This design comes from an exercise in tuning for small area and a short achievable clock period on the open sky130 flow, not from production work.
In this exercise RTL edits were held to simulation tests only and were not proved equivalent to the original.

Setup of run B:
// mips
module mips(
	input clk,                    
    input reset,                  
    input interrupt,              
    output [31:0] macroscopic_pc,  
    output [31:0] i_inst_addr,     
    input  [31:0] i_inst_rdata,    
    output [31:0] m_data_addr,     
    input  [31:0] m_data_rdata,    
    output [31:0] m_data_wdata,    
    output [3 :0] m_data_byteen,   
    output [31:0] m_int_addr,     
    output [3 :0] m_int_byteen,   
    output [31:0] m_inst_addr,     
    output w_grf_we,               
    output [4 :0] w_grf_addr,      
    output [31:0] w_grf_wdata,     
    output [31:0] w_inst_addr      
    );
wire IRQ0, IRQ1, DM_Wr, Timer0_Wr, Timer1_Wr;
wire [5:0] HWInt = {{3{1'b0}},interrupt,IRQ1,IRQ0};
wire [31:0] DIV_RD,DIV_WD, timer1_RD, timer0_RD, CPU_WD;
wire [3:0] DIV_Byteen, CPU_Byteen;
assign m_data_wdata = CPU_WD;
assign m_int_addr = m_data_addr;
assign m_int_byteen = CPU_Byteen;
CPU cpu(
	.clk (clk),
	.reset (reset),
    .i_inst_rdata (i_inst_rdata),
    .m_data_rdata (m_data_rdata),
	.HWInt (HWInt),
  ...
For scale: roughly 13000 cells after synthesis, about 1900 flip-flops, roughly 340 I/O pins, about 110000 um2 of cells after synthesis.
clock: 125.0 ns
lec_check: 0
abc_area: 1
abc_clock_period_in_ps: 50000
cap_margin: 15
cell_pad_in_sites_detail_placement: 0
cell_pad_in_sites_global_placement: 1
core_margin: 2
core_utilization: 55
cts_cluster_diameter: 60
cts_cluster_size: 30
place_density: 0.7
slew_margin: 15
standard.sh (not shown) runs the stock make flow with config.mk's settings and CLKGATE_MAP_FILE= SYNTH_SCRIPT=/design/flow/synth_recipe.tcl, a recipe that flattens the netlist after the stock synthesis.
==> flow/flow/run.sh <==
#!/bin/bash
# Layout flow: the standard flow (standard.sh) with two changes after synthesis:
#  - the ports are buffered with sky130_fd_sc_hd__buf_1 (buffer_ports -buffer_cell)
#    instead of the delay buffer buffer_ports picks by default;
#  - the setup repair margin of ORFS's repair_timing is raised, so that the resizer
#    also works on the paths from the interrupt input to the byte-enable outputs
#    (their slack is about 73 ns at the 125 ns clock, so a margin above that makes
#    them repair targets).
# Synthesis is the standard one, unchanged. Each make run's full output goes to its
# own log file here.
set -euo pipefail
MARGIN=${MARGIN:-75.5}
sed "s/CLKGATE_MAP_FILE= /CLKGATE_MAP_FILE= SETUP_SLACK_MARGIN=$MARGIN 'BUFFER_PORTS_ARGS=-buffer_cell sky130_fd_sc_hd__buf_1' /" standard.sh > standard_mod.sh
bash standard.sh synth > synth.log 2>&1
bash standard_mod.sh floorplan > floorplan.log 2>&1
bash standard_mod.sh place > place.log 2>&1
bash standard_mod.sh cts > cts.log 2>&1
bash standard_mod.sh grt > grt.log 2>&1
bash standard_mod.sh finish > finish.log 2>&1
test -f out/final.def
Run B reached the end of the flow, and the finished layout is clean on the timing, design-rule and antenna checks.
diff inputs: run B => run M
- swapping 55 for 50 in CORE_UTILIZATION
- swapping 0.7 for 0.66 in PLACE_DENSITY
Findings:
- In the metrics for run B and run M, the one carrying the higher post-layout minimum cycle time is run M.
- Relative to run B, number of clock buffer instances in the layout decreased by 0.61% in run M.
- Between run B and run M, the area taken by flip-flops and latches figures differ only marginally.
- In the reports for run B and run M, the larger total number of vias belongs to run B.
- The final cycle utilization of the critical path on run B is in line with that on run M.
- Per-cell via count in the routed design in run M is 2.8% below run B.
- The share of the core filled with cells reported for run M is smaller than that of run B by 5.2 points.

---

Starting RTL as in the previous note.
make LEC_CHECK=0 ABC_AREA=1 ABC_CLOCK_PERIOD_IN_PS=50000 CAP_MARGIN=15 CELL_PAD_IN_SITES_DETAIL_PLACEMENT=0 CELL_PAD_IN_SITES_GLOBAL_PLACEMENT=1 CORE_MARGIN=2 CORE_UTILIZATION=58 CTS_CLUSTER_DIAMETER=60 CTS_CLUSTER_SIZE=30 PLACE_DENSITY=0.72 SLEW_MARGIN=15 finish   # period 125.0 ns
run.sh (not shown) runs the stock make flow with config.mk's settings and CLKGATE_MAP_FILE= SYNTH_SCRIPT=/design/flow/synth_recipe.tcl, a recipe that flattens the netlist after the stock synthesis.
Stock flow here: none of the scripts above is used.
Edit:
==> flow/flow/run.sh (new file) <==
#!/bin/bash
# Layout flow: the standard flow (standard.sh) with two changes after synthesis:
#  - the ports are buffered with sky130_fd_sc_hd__buf_1 (buffer_ports -buffer_cell)
#    instead of the delay buffer buffer_ports picks by default;
#  - the setup repair margin of ORFS's repair_timing is raised, so that the resizer
#    also works on the paths from the interrupt input to the byte-enable outputs
#    (their slack is about 73 ns at the 125 ns clock, so a margin above that makes
#    them repair targets).
# Synthesis is the standard one, unchanged. Each make run's full output goes to its
# own log file here.
set -euo pipefail
MARGIN=${MARGIN:-78}
sed "s/CLKGATE_MAP_FILE= /CLKGATE_MAP_FILE= SETUP_SLACK_MARGIN=$MARGIN 'BUFFER_PORTS_ARGS=-buffer_cell sky130_fd_sc_hd__buf_1' /" standard.sh > standard_mod.sh
bash standard.sh synth > synth.log 2>&1
bash standard_mod.sh floorplan > floorplan.log 2>&1
bash standard_mod.sh place > place.log 2>&1
bash standard_mod.sh cts > cts.log 2>&1
bash standard_mod.sh grt > grt.log 2>&1
bash standard_mod.sh finish > finish.log 2>&1
test -f out/final.def
==> flow/standard.sh (new file) <==
#!/bin/bash
# synth_recipe.tcl (not shown) runs the flow's synth.tcl, then flattens the netlist and writes it again
# the make line also repeats each setting of config.mk as NAME=value (left out here)
make -C /OpenROAD-flow-scripts/flow DESIGN_CONFIG=/design/flow/config.mk WORK_HOME=/design/flow/orfs CLKGATE_MAP_FILE= SYNTH_SCRIPT=/design/flow/synth_recipe.tcl "${@:-finish}"
--- a/flow/config.mk
+++ b/flow/config.mk
@@ -14 +14 @@
-export CORE_UTILIZATION = 58
+export CORE_UTILIZATION = 50
@@ -17 +17 @@
-export PLACE_DENSITY = 0.72
+export PLACE_DENSITY = 0.66
removed: flow/run.sh
After rerunning:
- The new run ran to the end with no violations
- register-to-register slack gains 3200 ps
- synthesized area is unchanged
- utilization fell by 8.9 points
- cell area fell by 0.40%
- count of clock-buffer cells in the layout rose by 7
Edit:
==> flow/run.sh (new file) <==
#!/bin/bash
# synth_recipe.tcl (not shown) runs the flow's synth.tcl, then flattens the netlist and writes it again
# the make line also repeats each setting of config.mk as NAME=value (left out here)
make -C /OpenROAD-flow-scripts/flow DESIGN_CONFIG=/design/flow/config.mk WORK_HOME=/design/flow/orfs CLKGATE_MAP_FILE= SYNTH_SCRIPT=/design/flow/synth_recipe.tcl finish
removed: flow/flow/run.sh
removed: flow/standard.sh
The changed run completed with no timing, DRC or antenna violations; routed wire length came out lower by 0.67%; first-iteration DRC count stays flat; non-clock buffer count came out lower by 14; synthesized area does not change; via count stays flat; global-route usage came out lower by 0.18 points.

[separate check: timing with driven ports]
In the flow no input, the clock included, has a driving cell. The finished layouts below were timed again as built, in two steps.
Step 1: set_driving_cell puts a clkbuf_16 on clk and a buf_2 on each other input, an assumption about the parent block.
Step 2, shift: input delay + t, output delay - t, t = (earliest + latest rising clock arrival at the registers) / 2. This alone moves slack from input paths to output paths.
Slacks: ideal ports / drivers / drivers and shift; pairs: ideal ports / drivers.
| run | t, ns | setup WS [ns] | slew at the worst register clock pin (ns) |
|---|---|---|---|
| run B | 0.968 | 73.294 / 73.250 / 73.250 | 0.11 / 0.11 |
| run M | 0.934 | 73.233 / 73.169 / 73.169 | 0.11 / 0.11 |
| the first run of note 2 | 0.921 | 72.025 / 71.998 / 71.998 | 0.11 / 0.11 |
| the second run of note 2 | 0.937 | 73.239 / 73.175 / 73.175 | 0.11 / 0.11 |
| the third run of note 2 | 0.941 | 72.374 / 72.343 / 72.343 | 0.11 / 0.11 |
After both steps setup and hold are still met in every run listed.
